What follows belongs to an exercise in optimizing a design on an open flow for small area; a production flow would make more cautious choices.
Where RTL was checked, it was by simulation tests only, not by an equivalence proof against the original.
The clock input has no modelled driver; a real chip could not lean on it and would need a root buffer or a full tree.
Power is estimated from default activity; no workload was simulated.

==> flow/design.v <==
`timescale 1ns/1ps
module deb #(parameter ASYNC = 0) (
    input ck, reset,
    input button,
    output reg d,
    output p0, p1           
);
    localparam [3:0] P = 4'b1010;
    reg [3:0] s;
    wire [3:0] c = s ^ P;
    wire hold = (c == 4'd0);
    wire go = hold & (button ^ d);
    wire g = (~c[3] & ~c[2] & (c[1] | c[0])) | (c[3] & c[2] & ~c[1]);
    wire [3:0] nc = {c[2:0], g | go};
    always @(posedge ck)
        s <= reset ? P : (nc ^ P);
    if (ASYNC) begin : g_async
        always @(posedge ck, posedge reset)
            if (reset) d <= 1'b0;
            else d <= d ^ go;
    end else begin : g_sync
        always @(posedge ck)
            d <= ~reset & (d ^ go);
    end
    assign p0 = d & c[0] & ~c[1] & ~c[2] & ~c[3];
    assign p1 = d & c[0] & c[1] & ~c[2];
endmodule
module lfsr #(parameter W = 4, parameter K = 0, parameter XN = 0,
              parameter [W-1:0] E = 0, parameter [W-1:0] X = 0) (
    input ck,
    input load,
    output hit
);
    localparam [W-1:0] P = {(W+1)/2{2'b10}};
    reg [W-1:0] s;
    wire [W-1:0] q = s ^ P;
    assign hit = (q == E);
    wire fb = q[W-1] ^ q[K] ^ XN[0] ^ hit;
    always @(posedge ck)
        s <= load ? (X ^ P) : ({q[W-2:0], fb} ^ P);
endmodule
module top(
    input ck, reset,
    input mode, hh, mm, switch,
    output alarm, mode0, mode1,
    output CA, CB, CC, CD, CE, CF, CG, DP,
    output [7:0] AN
    );
    wire mode_d, mode_p0, mode_p1;
    wire hh_d, hh_p0, hh_p1;
    wire mm_d, mm_p0, mm_p1;
    wire sw_d, sw_p0, sw_p1;
    deb #(0) u0(ck, reset, mode, mode_d, mode_p0, mode_p1);
    deb #(0) u1(ck, reset, hh, hh_d, hh_p0, hh_p1);
    deb #(0) u2(ck, reset, mm, mm_d, mm_p0, mm_p1);
    deb #(1) u3(ck, reset, switch, sw_d, sw_p0, sw_p1);
    reg ca;
    always @(posedge ck, posedge reset)
        if (reset) ca <= 1'b1;
        else ca <= ca ^ mode_p0;
    wire sec, min, refresh, hit;
    lfsr #(13, 9, 0, 13'h23, 13'h47) t_hs(ck, reset, sec);
    lfsr #(20, 0, 1, 20'h58b0a, 20'hb1614) t_mn(ck, reset, min);
    lfsr #(4, 2, 1, 4'hc, 4'h8) t_rf(ck, reset, refresh);
    lfsr #(13, 9, 0, 13'h23, 13'h47) t_mt(ck, mm_p1, hit);
    localparam IDLE = 3'b000, WAIT = 3'b001, A1 = 3'b100, I1 = 3'b101, A2 = 3'b110, I2 = 3'b111;
    reg [2:0] s;
    reg [2:0] s_next;
    always @(*)
        case (s)
            IDLE: s_next = mm_p0 ? WAIT : IDLE;
            WAIT: s_next = !mm_d ? IDLE : (hit && !mm_p1) ? A1 : WAIT;
            A1:   s_next = !mm_d ? A2 : hit ? I1 : A1;
            I1:   s_next = A1;
            A2:   s_next = mm_d ? IDLE : hit ? I2 : A2;
            I2:   s_next = A2;
            default: s_next = IDLE;
        endcase
    always @(posedge ck)
        s <= reset ? IDLE : s_next;
    wire inc = s[0] & (s[2] | mm_p1);
    wire up_clock60 = (inc & ca) | (min & ~s[2]);
    wire up_alarm60 = inc & ~ca;
    wire ca_prev = ca ^ mode_p1;
    wire up_alarm24 = hh_p1 & ~ca_prev;
    reg [3:0] h0, h2, a0, a2;
    reg [2:0] h1, a1;
    reg [1:0] h3, a3;
    wire c0 = up_clock60 & h0[3] & h0[0];
    wire carry = c0 & h1[2] & h1[0];
    wire up_clock24 = carry | (hh_p1 & ca_prev);
    wire ac0 = up_alarm60 & a0[3] & a0[0];
    wire hw = h3[1] & h2[1] & h2[0];            
    wire aw = a3[1] & a2[1] & a2[0];
    always @(posedge ck, posedge reset)
        if (reset) h0 <= 0;
        else h0 <= h0 ^ ({4{up_clock60}} & {h0[0] & (h0[1] & h0[2] | h0[3]), h0[0] & h0[1], h0[0] & ~h0[3], 1'b1});
    always @(posedge ck)
        if (reset) begin
            h1 <= 0; h2 <= 0; h3 <= 0;
            a0 <= 0; a1 <= 0; a2 <= 0; a3 <= 0;
        end else begin
            h1 <= h1 ^ ({3{c0}} & {h1[0] & (h1[1] | h1[2]), h1[0] & ~h1[2], 1'b1});
            h2 <= hw ? (up_clock24 ? 4'd0 : h2) : h2 ^ ({4{up_clock24}} & {h2[0] & (h2[1] & h2[2] | h2[3]), h2[0] & h2[1], h2[0] & ~h2[3], 1'b1});
            h3 <= hw ? (up_clock24 ? 2'd0 : h3) : h3 ^ ({2{up_clock24 & h2[3] & h2[0]}} & {h3[0], 1'b1});
            a0 <= a0 ^ ({4{up_alarm60}} & {a0[0] & (a0[1] & a0[2] | a0[3]), a0[0] & a0[1], a0[0] & ~a0[3], 1'b1});
            a1 <= a1 ^ ({3{ac0}} & {a1[0] & (a1[1] | a1[2]), a1[0] & ~a1[2], 1'b1});
            a2 <= aw ? (up_alarm24 ? 4'd0 : a2) : a2 ^ ({4{up_alarm24}} & {a2[0] & (a2[1] & a2[2] | a2[3]), a2[0] & a2[1], a2[0] & ~a2[3], 1'b1});
            a3 <= aw ? (up_alarm24 ? 2'd0 : a3) : a3 ^ ({2{up_alarm24 & a2[3] & a2[0]}} & {a3[0], 1'b1});
        end
    reg [1:0] sel;
    always @(posedge ck, posedge reset)
        if (reset) sel <= 0;
        else sel <= sel ^ {refresh & sel[0], refresh};
    reg [3:0] hd, ad;
    always @(*)
        case (sel)
            2'd0: begin hd = h0; ad = a0; end
            2'd1: begin hd = {1'b0, h1}; ad = {1'b0, a1}; end
            2'd2: begin hd = h2; ad = a2; end
            default: begin hd = {2'b0, h3}; ad = {2'b0, a3}; end
        endcase
    wire [3:0] dig = ca ? hd : ad;
    reg [6:0] c;
    always @(*)
        case (dig)
            4'h0: c = 7'b0000001;
            4'h1: c = 7'b1001111;
            4'h2: c = 7'b0010010;
            4'h3: c = 7'b0000110;
            4'h4: c = 7'b1001100;
            4'h5: c = 7'b0100100;
            4'h6: c = 7'b0100000;
            4'h7: c = 7'b0001111;
            4'h8: c = 7'b0000000;
            4'h9: c = 7'b0000100;
            4'hA: c = 7'b0010000;
            4'hB: c = 7'b0000110;
            4'hC: c = 7'b0000100;
            4'hD: c = 7'b0100100;
            4'hE: c = 7'b0100000;
            default: c = 7'b0001111;
        endcase
    assign {CA, CB, CC, CD, CE, CF, CG} = c;
    assign AN = {4'b1111, ~(4'b0001 << sel)};
    reg sec_tog;
    always @(posedge ck)
        sec_tog <= ~reset & (sec_tog ^ sec);
    assign DP = ~((sel == 2'd2) & (~ca | sec_tog));
    assign alarm = sw_d & ({h3, h2, h1, h0} == {a3, a2, a1, a0});
    assign mode0 = ca;
    assign mode1 = ~ca;
endmodule
clock: 10.0 ns
lec_check: 0
cap_margin: 20
core_margin: 2
core_utilization: 40
slew_margin: 20
standard.sh (not shown) runs the stock make flow with config.mk's settings and CLKGATE_MAP_FILE= SYNTH_SCRIPT=/design/flow/synth_recipe.tcl, a recipe that flattens the netlist after the stock synthesis.
==> flow/flow/run.sh <==
#!/bin/bash
# Layout flow: the standard layout (standard.sh) with three changes:
#  1. after the standard synthesis, the combinational logic is mapped again
#     for area (flow/area.abc); the flip-flops are kept exactly as the
#     standard synthesis made them (same instances, names and cells);
#  2. the port buffers are buf_1 cells;
#  3. the clock tree is built by flow/manual_cts.tcl: four clkbuf_16 driven
#     by the clock port, each driving the flip-flops of a quarter of the die.
# Each tool's output goes to a log file of its own in this folder.
set -euo pipefail
export BUFFER_PORTS_ARGS="-buffer_cell sky130_fd_sc_hd__buf_1"
export PRE_CTS_TCL="$PWD/flow/manual_cts.tcl"
export MCTS_ROOT=none
export MCTS_LEAVES=4
export MCTS_LEAF=sky130_fd_sc_hd__clkbuf_16
R="orfs/results/${FLOW_PLATFORM}/top/base"
LIB="${FLOW_HOME}/platforms/${FLOW_PLATFORM}/lib/sky130_fd_sc_hd__tt_025C_1v80.lib"
YOSYS="$(command -v yosys || echo "${FLOW_HOME}/../tools/install/yosys/bin/yosys")"

bash standard.sh synth > standard_synth.log 2>&1

cp "$R/1_2_yosys.v" "$R/1_2_yosys_standard.v"
DU="-dont_use sky130_fd_sc_hd__probe_p_8 -dont_use sky130_fd_sc_hd__probec_p_8 -dont_use sky130_fd_sc_hd__lpflow_*"
"$YOSYS" -p "read_liberty -ignore_miss_func $LIB; blackbox sky130_fd_sc_hd__df*; \
  read_verilog $R/1_2_yosys_standard.v; hierarchy -top $FLOW_TOP; flatten; opt_clean; \
  abc -liberty $LIB $DU -script flow/area.abc; opt_clean -purge; splitnets; opt_clean -purge; \
  hilomap -singleton -hicell sky130_fd_sc_hd__conb_1 HI -locell sky130_fd_sc_hd__conb_1 LO; \
  insbuf -buf sky130_fd_sc_hd__buf_4 A X; \
  read_liberty -lib -overwrite -ignore_miss_func $LIB; hierarchy -top $FLOW_TOP; \
  check -assert -mapped; tee -o resynth_stat.txt stat -liberty $LIB; \
  write_verilog -noattr -nohex -nodec $R/1_2_yosys.v" > resynth.log 2>&1

bash standard.sh finish > standard_finish.log 2>&1
Other scripts of this flow, unchanged in this note and not shown: flow/flow/area.abc, flow/flow/manual_cts.tcl
Then changed:
--- a/flow/design.v
+++ b/flow/design.v
@@ -112,15 +112,14 @@
     always @(posedge ck, posedge reset)
         if (reset) sel <= 0;
         else sel <= sel ^ {refresh & sel[0], refresh};
-    reg [3:0] hd, ad;
+    reg [3:0] dig;
     always @(*)
         case (sel)
-            2'd0: begin hd = h0; ad = a0; end
-            2'd1: begin hd = {1'b0, h1}; ad = {1'b0, a1}; end
-            2'd2: begin hd = h2; ad = a2; end
-            default: begin hd = {2'b0, h3}; ad = {2'b0, a3}; end
+            2'd0: dig = ca ? h0 : a0;
+            2'd1: dig = ca ? {1'b0, h1} : {1'b0, a1};
+            2'd2: dig = ca ? h2 : a2;
+            default: dig = ca ? {2'b0, h3} : {2'b0, a3};
         endcase
-    wire [3:0] dig = ca ? hd : ad;
     reg [6:0] c;
     always @(*)
         case (dig)
Core utilization rises by 0.12 points.
Routed wire length falls slightly.
Fmax falls slightly.
Power falls slightly.
Hold slack gains 0.0040 ns.
Area after synthesis is about the same.
Clock power is about the same.
First-iteration DRC count falls by a quarter to a third.
Worst setup slack loses 0.059 ns.
Cell area hardly moves.
Cell count rises slightly.
The RTL of the second run of this note was laid out without a check of its function. No run of this note takes its clock network from TritonCTS; it comes from the design's own scripts or RTL.

[what the ideal ports hide]
In the flow no input, the clock included, has a driving cell. The finished layouts below were timed again as built, in two steps. Step 1: set_driving_cell puts a clkbuf_16 on ck and a buf_2 on each other input, an assumption about the parent block. Step 2 also shifts input and output timing later by t, the mid clock arrival at the registers, as if the neighbouring blocks saw the same clock. a / b / c = ideal / step 1 / step 2; a / b = the first two.
run	t, ns	setup WS [ns]	worst hold slack (ns)	clock arrival spread, ns	slew at the worst register clock pin (ns)
the first run	0.233	5.327 / 5.249 / 5.482	0.389 / 0.389 / 0.389	0.009 / 0.009	0.10 / 0.10
the second run	0.234	5.268 / 5.191 / 5.426	0.393 / 0.393 / 0.393	0.010 / 0.011	0.10 / 0.10
After both steps setup and hold are still met in every run listed.
